From an optimization exercise on the open Yosys and OpenROAD flow, aimed at small area, a short achievable clock period and few clock cycles; shortcuts taken in it are not production practice. The RTL was checked by simulation tests, not by an equivalence proof against the original design. Power and IR drop assume default switching activity.

// rdma_ip_decap_integrated
module rdma_ip_decap_integrated #(
    parameter [47:0] LOCAL_MAC  = 48'h000A35010203,
    parameter [15:0] LOCAL_PORT = 16'd5005
)(
    input  wire        iClk,
    input  wire        iRst,
    input  wire [31:0] i_eth_axis_tdata,
    input  wire [3:0]  i_eth_axis_tkeep,
    input  wire        i_eth_axis_tvalid,
    output wire        o_eth_axis_tready,
    input  wire        i_eth_axis_tlast,
    input  wire        i_eth_axis_tuser,
    output wire [31:0] o_payload_axis_tdata,
    output wire [3:0]  o_payload_axis_tkeep,
    output wire        o_payload_axis_tvalid,
    input  wire        i_payload_axis_tready,
    output wire        o_payload_axis_tlast,
    output wire        o_payload_axis_tuser,
    output wire [31:0] o_hdr_src_ip,
    output wire [31:0] o_hdr_dst_ip,
    output wire [15:0] o_hdr_src_port,
    output wire [15:0] o_hdr_dst_port,
    output wire [15:0] o_hdr_payload_len,
    output wire        o_hdr_valid,
    output wire        o_busy,
    output wire        o_error,
    output wire [3:0]  o_error_code,
    output wire        o_stat_pkt_received,
    output wire        o_stat_pkt_dropped,
    output wire [2:0]  o_debug_state
);
clock: 9.0 ns
lec_check: 0
abc_clock_period_in_ps: 2500
cap_margin: 20
core_margin: 2
core_utilization: 40
slew_margin: 20
standard.sh (not shown) runs the stock make flow with config.mk's settings and CLKGATE_MAP_FILE= SYNTH_SCRIPT=/design/flow/synth_recipe.tcl, a recipe that flattens the netlist after the stock synthesis.
==> flow/flow/run.sh <==
#!/bin/bash
# The standard layout (standard.sh) with these changes:
# - the port buffers inserted before global placement are plain buf_1 cells
#   instead of the default delay-cell choice;
# - clock tree synthesis adds no dummy balancing loads;
# - timing repair aims for a setup slack of 6.0 ns at the 9 ns clock, i.e. a
#   shorter achieved period than the constraint asks for.
# The whole make output goes to standard_flow.log; each step's own log is
# under orfs/logs.
set -euo pipefail
export BUFFER_PORTS_ARGS="-buffer_cell sky130_fd_sc_hd__buf_1"
export CTS_ARGS="-sink_clustering_enable -repair_clock_nets -dont_use_dummy_load"
bash standard.sh SETUP_SLACK_MARGIN=6.0 finish > standard_flow.log 2>&1
Testbench counts at the start, summed over its fixed seeds: cycles 43,647.
==> next run, changes <==
--- a/flow/flow/run.sh
+++ b/flow/flow/run.sh
@@ -10,4 +10,4 @@
 set -euo pipefail
 export BUFFER_PORTS_ARGS="-buffer_cell sky130_fd_sc_hd__buf_1"
-export CTS_ARGS="-sink_clustering_enable -repair_clock_nets -dont_use_dummy_load"
+export CTS_ARGS="-sink_clustering_enable -repair_clock_nets -dont_use_dummy_load -buf_list sky130_fd_sc_hd__clkbuf_8"
 bash standard.sh SETUP_SLACK_MARGIN=6.0 finish > standard_flow.log 2>&1
--- a/flow/config.mk
+++ b/flow/config.mk
@@ -9,4 +9,4 @@
 export CAP_MARGIN = 20
 export CORE_MARGIN = 2
-export CORE_UTILIZATION = 40
+export CORE_UTILIZATION = 65
 export SLEW_MARGIN = 20
The changed run went through all stages and came out clean.
Utilization went up by 28 points.
Worst setup slack improved by 0.018 ns.
Power went down by 13%.
==> next run, changes <==
--- a/flow/config.mk
+++ b/flow/config.mk
@@ -9,4 +9,4 @@
 export CAP_MARGIN = 20
 export CORE_MARGIN = 2
-export CORE_UTILIZATION = 65
+export CORE_UTILIZATION = 40
 export SLEW_MARGIN = 20
After rerunning: The changed run finished with timing, DRC and antenna clean. Critical path depth is higher by 1. Synthesized area does not change. Total power is higher by 0.30%. Final cell count is higher by 12%. Die area is higher by 60%. Non-clock buffer count is higher by 6. Hold slack is worse by 0.011 ns. Final area is higher by 2.0%. Routed wire length is higher by 0.97%. Worst setup slack is better by 0.025 ns. Via count is lower by 3.2%.
==> next run, changes <==
==> flow/flow/run.sh (replaced) <==
#!/bin/bash
# The standard layout (standard.sh) with these changes: the port buffers
# inserted before global placement are plain buf_1 cells instead of the
# default delay-cell choice, and timing repair aims for a setup slack of
# 6.0 ns at the 9 ns clock, i.e. a period well under the constraint.
set -euo pipefail
export BUFFER_PORTS_ARGS="-buffer_cell sky130_fd_sc_hd__buf_1"
# Clock tree without dummy balancing loads.
export CTS_ARGS="-sink_clustering_enable -repair_clock_nets -dont_use_dummy_load"
bash standard.sh SETUP_SLACK_MARGIN=6.0 finish > standard_flow.log 2>&1
=> Cell area grows by 1.8%; setup slack degrades by 0.043 ns; power is higher by 15%.

static timing again, ports no longer ideal:
How much do the figures lean on ideal ports? The routed layouts below were timed once more, with nothing changed but the port constraints.
Step 1 sets driving cells, clkbuf_16 on the clock port and buf_2 on the other inputs (assumed; they add their load-dependent delay and slew).
Step 2 also shifts input and output timing later by t, the mid clock arrival at the registers, as if the neighbouring blocks saw the same clock.
Three values: ideal ports, drivers, drivers and shift; two values: the first two.
run	t, ns	slack for setup (ns)	worst setup path after step 2	worst register clock-pin slew, ns	worst slew at a driven data input, ns
the first run	0.448	5.947 / 5.961 / 5.513	input to register	0.07 / 0.07	0.07
the second run	0.472	5.966 / 5.972 / 5.501	input to register	0.08 / 0.08	0.07
the third run	0.474	5.991 / 5.988 / 5.514	input to register	0.09 / 0.09	0.06
the fourth run	0.448	5.947 / 5.961 / 5.513	input to register	0.07 / 0.07	0.07
After both steps setup and hold are still met in every run listed. For the third run, which loses most, drivers alone change the setup slack by -0.003 ns; drivers and shift together by -0.477 ns.
